Background: an optimization exercise with open tools, aiming at small area. Do not read the settings as production practice. Only simulation tests tie the RTL to the original design; equivalence was not proved.

==> build 3 <==
==> flow/design.v <==
module segdec(input logic [3:0] in, output logic [6:0] out);
	always_comb
	begin
		case (in)
			4'b0000 :
				out = 7'b0111111;  
			4'b0001 :
				out = 7'b0000110;  
			4'b0010 :
				out = 7'b1011011;  
			4'b0011 :
				out = 7'b1001111;  
			4'b0100 :
				out = 7'b1100110;  
			4'b0101 :
				out = 7'b1101101;  
			4'b0110 :
				out = 7'b1111100;  
			4'b0111 :
				out = 7'b0000111;  
			4'b1000 :
				out = 7'b1111111;  
			4'b1001 :
				out = 7'b1100111;  
			4'b1010 :
				out = 7'b1000000;
			default :
				out = 7'b0000000;
    		endcase
	end
endmodule
module bin_to_bcd(input logic [7:0] in, output logic [3:0][6:0] disp);
logic[3:0] sign_num, units, tens, hundreds;
logic[7:0] num;
logic sign;
always_comb
begin
	sign = in[$high(in)];
	if(sign)  
		num = 0 - in;
	else
		num = in;
	hundreds = num / 100;
	num = num - (hundreds)*100;  
	tens = num / 10;
	num = num - (tens)*10;  
	units = num;
end
always_comb
	if(sign)
		sign_num = 4'hA;
	else
		sign_num = 4'hF;
segdec signdec
(
	.in(sign_num),
	.out(disp[3])
);
segdec hundreddec
(
	.in(hundreds),
	.out(disp[2])
);
segdec tendec
(
	.in(tens),
	.out(disp[1])
);
segdec unitdec
(
	.in(units),
	.out(disp[0])
);
endmodule
module debounce #(parameter int COUNT=500000) (input logic clk, signal_in, output logic signal_out);
logic prev_signal;
int unsigned cnt;
always_ff @(posedge clk)
begin
	if(prev_signal != signal_in)
	begin
		cnt <= 0;  
	end
	else if(cnt >= COUNT)
	begin
		cnt <= 0;  
		signal_out <= signal_in;
	end
	else
	begin
		cnt <= cnt +1;
	end
	prev_signal <= signal_in;
end
endmodule
module read_sm(input logic clk, reset_n, handshake, run, output logic read, done);
enum {HALT, WAIT_1, WAIT_0, DONE} state;
always_ff @(posedge clk, negedge reset_n)
begin
	if(!reset_n)
	begin
		state <= HALT;
		read <= 0;
	end
	else
	begin
		read <= 0;
		unique case(state)
			HALT : if(run) state <= WAIT_1;
			WAIT_1 :
			begin
				if(handshake)
				begin
					state <= WAIT_0;
					read <= '1;  
				end
			end
			WAIT_0 : if(!handshake) state <= DONE;
			DONE : state <= HALT;
		endcase
	end
end
always_comb
	if(state == DONE)
		done = 1;
	else
		done = 0;
endmodule
module sm(input logic clk, input logic [10-1:0] SW, input logic [8-1:0] re_res, im_res, output logic [8-1:0] LED, output logic [8-1:0] re_a, im_a, re_q, im_q);
typedef enum {REAL_A, IMAG_A, REAL_Q, IMAG_Q, DISP_REAL, DISP_IMAG} stateType;
stateType state;
logic reset_n;
logic handshake;
logic [8-1:0] data_in;
always_comb
begin
	reset_n = SW[$high(SW)];
	handshake = SW[$high(SW) -1];
	data_in =  SW[$high(SW) -2 : $low(SW)];
end
logic read_run, read_trigger, read_done;
read_sm re_sm0
(
	.clk(clk),
	.reset_n(reset_n),
	.handshake(handshake),
	.run(read_run),
	.read(read_trigger),
	.done(read_done)
);
always_comb
	read_run = (state == REAL_A) || (state == IMAG_A) || (state == REAL_Q) || (state == IMAG_Q);
always_ff @(posedge clk, negedge reset_n)
begin
	if(!reset_n)
		state <= REAL_A;
	else
	begin
		unique case(state)
			REAL_A: if(read_done) state <= IMAG_A;
			IMAG_A: if(read_done) state <= REAL_Q;
			REAL_Q: if(read_done) state <= IMAG_Q;
			IMAG_Q: if(read_done) state <= DISP_REAL;
			DISP_REAL : if(handshake == 1) state <= DISP_IMAG;
			DISP_IMAG : if(handshake == 0) state <= REAL_A;
		endcase
	end
end
always_ff @(posedge clk)
begin
	if(read_trigger)
	begin
		unique case(state)
			REAL_A: re_a <= data_in;
			IMAG_A: im_a <= data_in;
			REAL_Q: re_q <= data_in;
			IMAG_Q: im_q <= data_in;
			default: ;
		endcase
	end
end
always_comb
begin
	if(state == DISP_REAL)
		LED = re_res;
	else if(state == DISP_IMAG)
		LED = im_res;
	else
		LED = '0;
end
endmodule
module mult(input logic signed [(2*8 -1)-1:0] re_x, im_x, re_y, im_y, output logic signed [2*(2*8 -1)-1:0] re_z, im_z);
logic signed [(2*8 -1)-1:0] a,b,c,d;
always_comb
begin
	a = re_x;
	b = im_x;
	c = re_y;
	d = im_y;
end
logic signed [2*(2*8 -1)-1:0] ac, bd, ad, bc;
always_comb
begin
	ac = a*c;
	bd = b*d;
	ad = a*d;
	bc = b*c;
	re_z = ac - bd;
	im_z = ad + bc;
end
endmodule
module cmplx_mult(
input logic clk,
input logic [10-1:0] switches,
output logic [8-1:0] LED,
output logic [6:0] HEX0,
output logic [6:0] HEX1,
output logic [6:0] HEX2,
output logic [6:0] HEX3,
output logic [6:0] HEX4,
output logic [6:0] HEX5,
output logic [6:0] HEX6,
output logic [6:0] HEX7);
logic [8-1:0] re_a, im_a, re_q, im_q;
logic [8-1:0] re_res, im_res;
logic [10-1:0] SW;
always_comb
	SW[$high(SW)-2:$low(SW)] = switches[$high(switches)-2:$low(switches)];
debounce #(.COUNT(1000)) db0
(
	.clk(clk),
	.signal_in(switches[$high(switches)]),
	.signal_out(SW[$high(SW)])
);
debounce #(.COUNT(1000)) db1
(
	.clk(clk),
	.signal_in(switches[$high(switches)-1]),
	.signal_out(SW[$high(SW)-1])
);
sm sm0 (.*);
logic signed [(2*8 -1)-1:0] re_x, im_x, re_y, im_y;
logic signed [2*(2*8 -1)-1:0] re_z, im_z;
localparam INPUT_SHIFT = (2*8 -1) - 8;
localparam OUTPUT_LOW = 2*INPUT_SHIFT -1;
localparam OUTPUT_HIGH = OUTPUT_LOW + 8 -1;
always_comb
begin
	re_x = $signed(re_a);
	im_x = $signed(im_a);
	re_y = $signed(re_q) << INPUT_SHIFT;
	im_y = $signed(im_q) << INPUT_SHIFT;
	re_res = re_z[OUTPUT_HIGH : OUTPUT_LOW];
	im_res = im_z[OUTPUT_HIGH : OUTPUT_LOW];
end
mult mult0
(.*);
logic [3:0][6:0] sw_hex;
always_comb
begin
	HEX0 = ~ sw_hex[0];  
	HEX1 = ~ sw_hex[1];  
	HEX2 = ~ sw_hex[2];  
	HEX3 = ~ sw_hex[3];  
end
bin_to_bcd sw_disp
(
	.in(SW[7:0]),
	.disp(sw_hex)
);
logic [3:0][6:0] led_hex;
always_comb
begin
	HEX4 = ~ led_hex[0];  
	HEX5 = ~ led_hex[1];  
	HEX6 = ~ led_hex[2];  
	HEX7 = ~ led_hex[3];  
end
bin_to_bcd led_disp
(
	.in(LED),
	.disp(led_hex)
);
endmodule
==> flow/run.sh <==
#!/bin/bash
# synth_recipe.tcl (not shown) runs the flow's synth.tcl, then flattens the netlist and writes it again
# the make line also repeats each setting of config.mk as NAME=value (left out here)
make -C /OpenROAD-flow-scripts/flow DESIGN_CONFIG=/design/flow/config.mk WORK_HOME=/design/flow/orfs CLKGATE_MAP_FILE= SYNTH_SCRIPT=/design/flow/synth_recipe.tcl finish
==> flow/config.mk <==
export PLATFORM = sky130hd
export DESIGN_NAME = cmplx_mult
export DESIGN_NICKNAME = cmplx_mult
export VERILOG_FILES = /design/flow/design.v
export SDC_FILE = /design/flow/constraint.sdc
export NUM_CORES = 4
export LEC_CHECK = 0
export CAP_MARGIN = 20
export CORE_MARGIN = 2
export CORE_UTILIZATION = 40
export PLACE_DENSITY = 0.6
export SLEW_MARGIN = 20
==> flow/constraint.sdc <==
create_clock -name core_clock -period 20.0 [get_ports {clk}]
set_input_delay 4.0000 -clock core_clock [delete_from_list [all_inputs] [get_ports {clk}]]
set_output_delay 4.0000 -clock core_clock [all_outputs]
set_load 0.01 [all_outputs]
==> inputs of trial 34, as changes to build 3 <==
==> flow/design.v (replaced) <==
module segdec(input logic [3:0] in, output logic [6:0] out);
	always_comb
	begin
		case (in)
			4'b0000 :
				out = 7'b0111111;  
			4'b0001 :
				out = 7'b0000110;  
			4'b0010 :
				out = 7'b1011011;  
			4'b0011 :
				out = 7'b1001111;  
			4'b0100 :
				out = 7'b1100110;  
			4'b0101 :
				out = 7'b1101101;  
			4'b0110 :
				out = 7'b1111100;  
			4'b0111 :
				out = 7'b0000111;  
			4'b1000 :
				out = 7'b1111111;  
			4'b1001 :
				out = 7'b1100111;  
			4'b1010 :
				out = 7'b1000000;
			default :
				out = 7'b0000000;
    		endcase
	end
endmodule
module bin_to_bcd(input logic [7:0] in, output logic [3:0][6:0] disp);
logic[3:0] sign_num, units, tens, hundreds;
logic[7:0] num;
logic sign;
always_comb
begin
	sign = in[$high(in)];
	if(sign)  
		num = 0 - in;
	else
		num = in;
	hundreds = num / 100;
	num = num - (hundreds)*100;  
	tens = num / 10;
	num = num - (tens)*10;  
	units = num;
end
always_comb
	if(sign)
		sign_num = 4'hA;
	else
		sign_num = 4'hF;
segdec signdec
(
	.in(sign_num),
	.out(disp[3])
);
segdec hundreddec
(
	.in(hundreds),
	.out(disp[2])
);
segdec tendec
(
	.in(tens),
	.out(disp[1])
);
segdec unitdec
(
	.in(units),
	.out(disp[0])
);
endmodule
module debounce #(parameter int COUNT=500000) (input logic clk, signal_in, output logic signal_out);
logic [9:0] cnt;
logic neq, fire;
always_comb
begin
	neq = signal_in ^ signal_out;
	fire = (cnt >= 10'(COUNT+1));
end
always_ff @(posedge clk)
begin
	if(!neq || fire)
		cnt <= 0;
	else
		cnt <= cnt + 1'b1;
	if(fire)
		signal_out <= signal_in;
end
endmodule
module cmplx_mult(
input logic clk,
input logic [10-1:0] switches,
output logic [8-1:0] LED,
output logic [6:0] HEX0,
output logic [6:0] HEX1,
output logic [6:0] HEX2,
output logic [6:0] HEX3,
output logic [6:0] HEX4,
output logic [6:0] HEX5,
output logic [6:0] HEX6,
output logic [6:0] HEX7);
logic reset_n, handshake;
debounce #(.COUNT(1000)) db0
(
	.clk(clk),
	.signal_in(switches[9]),
	.signal_out(reset_n)
);
debounce #(.COUNT(1000)) db1
(
	.clk(clk),
	.signal_in(switches[8]),
	.signal_out(handshake)
);
logic [2:0] rd_cnt;
logic [1:0] sub;
logic last, rd;
always_comb
begin
	last = (rd_cnt == 3'd4);
	rd = (sub == 2'd3) && !last && handshake;
end
always_ff @(posedge clk, negedge reset_n)
begin
	if(!reset_n)
	begin
		rd_cnt <= 3'd0;
		sub <= 2'd2;
	end
	else
	begin
		unique case(sub)
			2'd0: if(!handshake) sub <= 2'd1;
			2'd1: sub <= 2'd2;
			2'd2: if(!last || handshake) sub <= 2'd3;
			2'd3:
				if(!last)
				begin
					if(handshake)
					begin
						rd_cnt <= rd_cnt + 1'b1;
						sub <= 2'd0;
					end
				end
				else if(!handshake)
				begin
					rd_cnt <= 3'd0;
					sub <= 2'd2;
				end
		endcase
	end
end
logic [3:0] j, k;
logic idle;
always_comb
	idle = j[3] && (k == 4'd8);
always_ff @(posedge clk)
begin
	if(rd)
	begin
		j <= (rd_cnt == 3'd3) ? 4'd0 : 4'd8;
		k <= 4'd0;
	end
	else if(!idle)
	begin
		if(!j[3] && k == 4'd9)
		begin
			k <= 4'd0;
			j <= j + 1'b1;
		end
		else
			k <= k + 1'b1;
	end
end
logic [2:0] sidx;
logic sbit;
always_comb
begin
	sidx = k[2:0] | {3{k[3]}};
	sbit = switches[sidx];
end
logic [7:0] ra, rb, rc;           
logic [8:0] hre, him;             
logic hpre, hpim;                 
logic cre1, cre2, cim1, cim2;     
logic load, row, row_end, drain, c_rot;
logic neg, first, k0;
logic cb, db, h_re, h_im;
logic t1, t2, u1, u2;
logic ci_re1, ci_re2, ci_im1, ci_im2;
logic s_re1, s_re, s_im1, s_im;
logic co_re1, co_re2, co_im1, co_im2;
always_comb
begin
	load = j[3] && !k[3];
	row = !j[3];
	row_end = row && (k == 4'd9);
	drain = j[3] && (k < 4'd6);
	c_rot = row && (k != 4'd7) && (k != 4'd8);
	neg = (j[2:0] == 3'd7);
	first = (j[2:0] == 3'd0);
	k0 = (k == 4'd0);
	cb = rc[0];
	db = sbit;
	h_re = !first && (k == 4'd9 ? hpre : hre[0]);
	h_im = !first && (k == 4'd9 ? hpim : him[0]);
	t1 = ra[0] && (cb ^ neg);
	t2 = rb[0] && (db ^ !neg);
	u1 = ra[0] && (db ^ neg);
	u2 = rb[0] && (cb ^ neg);
	ci_re1 = k0 ? (ra[0] && neg) : cre1;
	ci_re2 = k0 ? (rb[0] && !neg) : cre2;
	ci_im1 = k0 ? (ra[0] && neg) : cim1;
	ci_im2 = k0 ? (rb[0] && neg) : cim2;
	{co_re1, s_re1} = h_re + t1 + ci_re1;
	{co_re2, s_re} = s_re1 + t2 + ci_re2;
	{co_im1, s_im1} = h_im + u1 + ci_im1;
	{co_im2, s_im} = s_im1 + u2 + ci_im2;
end
always_ff @(posedge clk)
begin
	hre <= {s_re, hre[8:1]};
	him <= {s_im, him[8:1]};
	hpre <= hre[0];
	hpim <= him[0];
	cre1 <= co_re1;
	cre2 <= co_re2;
	cim1 <= co_im1;
	cim2 <= co_im2;
	if((rd_cnt == 3'd1 && load) || (last && (row_end || drain)))
		ra <= {last ? hre[0] : sbit, ra[7:1]};
	if((rd_cnt == 3'd2 && load) || (last && (row_end || drain)))
		rb <= {last ? him[0] : sbit, rb[7:1]};
	if((rd_cnt == 3'd3 && load) || (last && c_rot))
		rc <= {last ? rc[0] : sbit, rc[7:1]};
end
always_comb
begin
	if(last && sub == 2'd2)
		LED = ra;
	else if(last && sub == 2'd3)
		LED = rb;
	else
		LED = '0;
end
logic [3:0][6:0] sw_hex;
always_comb
begin
	HEX0 = ~ sw_hex[0];  
	HEX1 = ~ sw_hex[1];  
	HEX2 = ~ sw_hex[2];  
	HEX3 = ~ sw_hex[3];  
end
bin_to_bcd sw_disp
(
	.in(switches[7:0]),
	.disp(sw_hex)
);
logic [3:0][6:0] led_hex;
always_comb
begin
	HEX4 = ~ led_hex[0];  
	HEX5 = ~ led_hex[1];  
	HEX6 = ~ led_hex[2];  
	HEX7 = ~ led_hex[3];  
end
bin_to_bcd led_disp
(
	.in(LED),
	.disp(led_hex)
);
endmodule
==> summary of the runs <==
- Between trial 34 and build 3, the lower register-to-register slack is in trial 34 (gap 1.3 ns).
- Against build 3, the setup slack of trial 34 is higher by 1.0 ns.
- In build 3 the non-clock buffer count is higher than in trial 34, by 71.
- Against build 3, the sequential share of layout area of trial 34 is higher by 12 points.
- Of build 3 and trial 34, build 3 has the higher first-iteration DRC count (gap 140%, measured against trial 34).
- Between build 3 and trial 34, the lower utilization is in build 3 (gap 1.1 points).

==> separate check: timing with driven ports <==
The flow's constraints put no driver on any port. The routed layouts listed below were extracted and timed again, unchanged, in two steps. Step 1 sets driving cells, clkbuf_16 on the clock port and buf_2 on the other inputs (assumed; they add their load-dependent delay and slew). Step 2 adds t to the input delays and takes it off the output delays; t is the mean of the earliest and latest rising clock arrival at the registers after step 1. Input paths then give back, and output paths get back, about the clock's delay inside the block. Slacks: no drivers / after step 1 / after step 2; pairs: no drivers / after step 1.
run	shift t [ns]	setup slack, ns	worst setup path at the end	worst register clock-pin slew, ns
build 3	0.373	1.046 / 1.012 / 1.385	register to output	0.07 / 0.07
trial 34	0.366	2.053 / 2.031 / 2.031	input to output	0.06 / 0.06
After both steps setup and hold are still met in every run listed. For trial 34, which loses most, drivers alone change the setup slack by -0.022 ns; drivers and shift together by -0.022 ns.
